This design comes from an exercise in tuning for small area, a short achievable clock period and few clock cycles on the open sky130 flow, not from production work. Function was checked by simulation only, so behaviour that the tests miss may differ from the original. Power figures rest on the tool's default switching activity, not on a simulated workload.

## the previous run
## Core
module Core(
	input						clk,
	input						rst,
	input						debug_core,
	input						debug_next_inst,
	input			[15:0]	data_from_ram,
	input			[15:0]	mouse_x,
	input			[15:0]	mouse_y,
	input						x_overflow,
	input						y_overflow,
	input						data_ready,
	input						left_click,
	input						right_click,
	output reg	[14:0]	ram_address,
	output		[15:0]	data_to_ram,
	output reg				web
	);
For scale: about 4,400 cells after synthesis, about 670 flip-flops, ~89 I/O pins, ~37,000 um^2 of cells after synthesis.
clock: 7.0 ns
lec_check: 0
abc_area: 1
cap_margin: 20
core_margin: 2
core_utilization: 55
cts_cluster_diameter: 100
cts_cluster_size: 25
place_density: 0.7
setup_slack_margin: 4.5
slew_margin: 20
tns_end_percent: 0
run.sh (not shown) runs the stock make flow with config.mk's settings and CLKGATE_MAP_FILE= SYNTH_SCRIPT=/design/flow/synth_recipe.tcl, a recipe that flattens the netlist after the stock synthesis.
Testbench counts of the previous run, summed over its fixed seeds: cycles 56,511.
Input-level comparison between the current run and the previous run:
--- a/flow/design.v
+++ b/flow/design.v
@@ -131,16 +131,17 @@
 	localparam INERSR		= 5'b10011;
 	localparam SETCOLR	= 5'b10100;
 	reg [14:0] fpc;			 
 	reg        fv;				 
 	reg [15:0] q0, q1;
 	reg        p_jmp, p_jl, p_jg, p_je, p_jne, p_ld, p_st;
 	reg        q0v, q1v;
 	reg [14:0] pc;				 
+	reg        pred;			 
 	reg        e_lda;			 
 	reg        e_ldb;			 
 	reg        e_st;			 
 	reg        e_ex;			 
 	reg        e_we;			 
 	reg        e_ldwe;		 
 	reg [4:0]  e_rd;
 	reg        e_wsx;			 
@@ -240,32 +241,46 @@
 	wire e_b = e_wr & (e_rd == d_rb) & ~d_bimm;
 	wire [23:0] xa = e_a ? e_rt : va;
 	wire [23:0] xb = e_b ? e_rt : vb;
 	wire d_taken = p_jmp | (p_jl & f_lf) | (p_jg & f_gf) | (p_je & f_zf) | (p_jne & ~f_zf);
 	wire [14:0] pc1 = pc + 15'd1;
 	wire [14:0] target = pc1 + {{4{q0[10]}}, q0[10:0]};
 	wire dbg_ok = ~debug_core | debug_next_inst;
 	wire issue = q0v & ~e_lda & dbg_ok;
-	wire redirect = issue & d_taken;
+	wire redirect = issue & d_taken & ~pred;
+	wire ptaken   = issue & d_taken & pred;
+	wire pmiss    = pred & ~(issue & d_taken);
 	wire port_busy = e_lda | e_st;
 	wire fetch = ~port_busy & (issue | ~((q0v & q1v) | (q0v & fv) | (q1v & fv)));
-	wire [14:0] fpc_next = redirect ? target : fetch ? fpc + 15'd1 : fpc;
+	wire [4:0]  f_op = data_from_ram[15:11];
+	wire        f_likely = (data_from_ram[10:0] != 11'd0) &
+	                       ((f_op == JUMP) | (f_op == JUMPNE) |
+	                        (data_from_ram[10] & ((f_op == JUMPL) | (f_op == JUMPG) | (f_op == JUMPE))));
+	wire predict = fv & f_likely & fetch & ~pred & ~redirect & ~q1v & (~q0v | issue)
+	             & ~(issue & (d_is_ld | d_is_st));
+	wire [14:0] f_target = fpc + {{4{data_from_ram[10]}}, data_from_ram[10:0]};
+	wire [14:0] fpc_next = redirect ? target
+	                     : pmiss    ? pc1 + 15'd1
+	                     : predict  ? f_target
+	                     : fetch    ? fpc + 15'd1 : fpc;
 	always @(posedge clk) begin
 		if (rst) begin
 			fpc <= 15'd19216;
 			pc  <= 15'd19216;
 			fv  <= 1'b0;
+			pred <= 1'b0;
 			q0v <= 1'b0;
 			q1v <= 1'b0;
 		end else begin
 			fpc <= fpc_next;
-			fv  <= fetch & ~redirect;
-			if (issue) pc <= redirect ? target : pc1;
-			if (redirect) begin
+			fv  <= fetch & ~redirect & ~pmiss;
+			pred <= predict;
+			if (issue) pc <= (redirect | ptaken) ? target : pc1;
+			if (redirect | ptaken) begin
 				q0v <= 1'b0;
 				q1v <= 1'b0;
 			end else if (issue) begin
 				q0v <= q1v | fv;
 				q1v <= q1v & fv;
 			end else if (q0v) begin
 				q1v <= q1v | fv;
 			end else begin
- Met2 layer usage reported by global route: the current run vs the previous run down 6.4 points
- Summary of the comparison: final standard cell area without fillers is higher in the current run, relative to the previous run.
- Measured against each other, the previous run and the current run differ in count of clock-buffer cells in the layout, the lower figure coming from the previous run.
- Relative to the previous run, the synthesized cell count of the current run is lower by 28.
- Higher number of placement rows among the previous run and the current run: the current run
- Sequential cell count delta (the current run -> the previous run): insignificant
- Adder-cell share of the synthesized area came out higher on the current run than on the previous run.
- When the current run is set beside the previous run, its worst setup margin turns out to be 0.18 ns smaller.
- Relative to the previous run, the overall routed net length of the current run is lower by about 11%.
- Total power for the current run: about 20% up relative to the previous run
- The current run — headroom to the max-slew limit 3.7 points higher, the previous run as reference
- Vias: the current run below the previous run
Testbench counts of the current run, summed over its fixed seeds: cycles 55,308.

========
## try-willow
Starting RTL as in the previous note.
==> flow/design.v (excerpt) <==
module Core(
	input						clk,
	input						rst,
	input						debug_core,
	input						debug_next_inst,
	input			[15:0]	data_from_ram,
	input			[15:0]	mouse_x,
	input			[15:0]	mouse_y,
	input						x_overflow,
	input						y_overflow,
	input						data_ready,
	input						left_click,
	input						right_click,
	output reg	[14:0]	ram_address,
	output		[15:0]	data_to_ram,
	output reg				web
	);
Settings: LEC_CHECK=0, ABC_AREA=1, CAP_MARGIN=20, CORE_MARGIN=2, CORE_UTILIZATION=55, CTS_CLUSTER_DIAMETER=100, CTS_CLUSTER_SIZE=25, PLACE_DENSITY=0.7, SETUP_SLACK_MARGIN=4.2, SLEW_MARGIN=20, TNS_END_PERCENT=0; clock period 7.0 ns.
Testbench counts of try-willow, summed over its fixed seeds: cycles 56,511.
--- input diff try-willow..try-zinc ---
--- a/flow/design.v
+++ b/flow/design.v
@@ -131,16 +131,17 @@
 	localparam INERSR		= 5'b10011;
 	localparam SETCOLR	= 5'b10100;
 	reg [14:0] fpc;			 
 	reg        fv;				 
 	reg [15:0] q0, q1;
 	reg        p_jmp, p_jl, p_jg, p_je, p_jne, p_ld, p_st;
 	reg        q0v, q1v;
 	reg [14:0] pc;				 
+	reg        pred;			 
 	reg        e_lda;			 
 	reg        e_ldb;			 
 	reg        e_st;			 
 	reg        e_ex;			 
 	reg        e_we;			 
 	reg        e_ldwe;		 
 	reg [4:0]  e_rd;
 	reg        e_wsx;			 
@@ -240,32 +241,46 @@
 	wire e_b = e_wr & (e_rd == d_rb) & ~d_bimm;
 	wire [23:0] xa = e_a ? e_rt : va;
 	wire [23:0] xb = e_b ? e_rt : vb;
 	wire d_taken = p_jmp | (p_jl & f_lf) | (p_jg & f_gf) | (p_je & f_zf) | (p_jne & ~f_zf);
 	wire [14:0] pc1 = pc + 15'd1;
 	wire [14:0] target = pc1 + {{4{q0[10]}}, q0[10:0]};
 	wire dbg_ok = ~debug_core | debug_next_inst;
 	wire issue = q0v & ~e_lda & dbg_ok;
-	wire redirect = issue & d_taken;
+	wire redirect = issue & d_taken & ~pred;
+	wire ptaken   = issue & d_taken & pred;
+	wire pmiss    = pred & ~(issue & d_taken);
 	wire port_busy = e_lda | e_st;
 	wire fetch = ~port_busy & (issue | ~((q0v & q1v) | (q0v & fv) | (q1v & fv)));
-	wire [14:0] fpc_next = redirect ? target : fetch ? fpc + 15'd1 : fpc;
+	wire [4:0]  f_op = data_from_ram[15:11];
+	wire        f_likely = (data_from_ram[10:0] != 11'd0) &
+	                       ((f_op == JUMP) | (f_op == JUMPNE) |
+	                        (data_from_ram[10] & ((f_op == JUMPL) | (f_op == JUMPG) | (f_op == JUMPE))));
+	wire predict = fv & f_likely & fetch & ~pred & ~redirect & ~q1v & (~q0v | issue)
+	             & ~(issue & (d_is_ld | d_is_st));
+	wire [14:0] f_target = fpc + {{4{data_from_ram[10]}}, data_from_ram[10:0]};
+	wire [14:0] fpc_next = redirect ? target
+	                     : pmiss    ? pc1 + 15'd1
+	                     : predict  ? f_target
+	                     : fetch    ? fpc + 15'd1 : fpc;
 	always @(posedge clk) begin
 		if (rst) begin
 			fpc <= 15'd19216;
 			pc  <= 15'd19216;
 			fv  <= 1'b0;
+			pred <= 1'b0;
 			q0v <= 1'b0;
 			q1v <= 1'b0;
 		end else begin
 			fpc <= fpc_next;
-			fv  <= fetch & ~redirect;
-			if (issue) pc <= redirect ? target : pc1;
-			if (redirect) begin
+			fv  <= fetch & ~redirect & ~pmiss;
+			pred <= predict;
+			if (issue) pc <= (redirect | ptaken) ? target : pc1;
+			if (redirect | ptaken) begin
 				q0v <= 1'b0;
 				q1v <= 1'b0;
 			end else if (issue) begin
 				q0v <= q1v | fv;
 				q1v <= q1v & fv;
 			end else if (q0v) begin
 				q1v <= q1v | fv;
 			end else begin
Findings:
Any difference in TritonCTS sink count between try-willow and try-zinc is small enough to ignore.
Taking try-willow as the reference, in try-zinc minimum clock period rose by 0.10 ns; adder-cell share of the synthesized area went up; synthesized cell count fell by 28.
Sequential share of layout area ended up 2.3 points lower on try-zinc than on try-willow.
Going from try-willow to try-zinc, routed via count now sits lower, portion of total power attributed to the clock network now sits lower, total wire length now sits lower, part of the Yosys area used for sequential elements now sits lower.
ram_address[3]$_SDFF_PP0_ as the end of the critical path was reported by try-willow, and ram_address[6]$_SDFF_PP0_ by try-zinc.
Worst slack after detailed placement: lower on try-zinc
try-willow → try-zinc: post-synth design cell area increased 600 um2; critical path depth lost 1.
[compare] base=try-willow new=try-zinc: full die area shows an increase of about 1.6%, relative slew slack now sits higher.
Testbench counts of try-zinc, summed over its fixed seeds: cycles 55,308.

afterwards: timing with drivers on the ports:
The results above use ideal ports. As a check the final layouts listed here were re-extracted and re-timed, cells and wires unchanged. Step 1, drivers: a clkbuf_16 drives clk and a buf_2 each remaining input, both assumed. Step 2 adds t to the input delays and takes it off the output delays; t is the mean of the earliest and latest rising clock arrival at the registers after step 1. Input paths then give back, and output paths get back, about the clock's delay inside the block. a / b / c = no drivers / after step 1 / after step 2; a / b = the first two.
run | shift t [ns] | setup WS [ns] | worst data-port slew with drivers (ns)
the previous run | 0.679 | 3.709 / 3.709 / 3.272 | 0.05
the current run | 0.679 | 3.530 / 3.530 / 3.052 | 0.09
try-willow | 0.693 | 3.630 / 3.630 / 3.260 | 0.06
try-zinc | 0.679 | 3.530 / 3.530 / 3.052 | 0.09
After both steps every run listed still meets setup and hold.
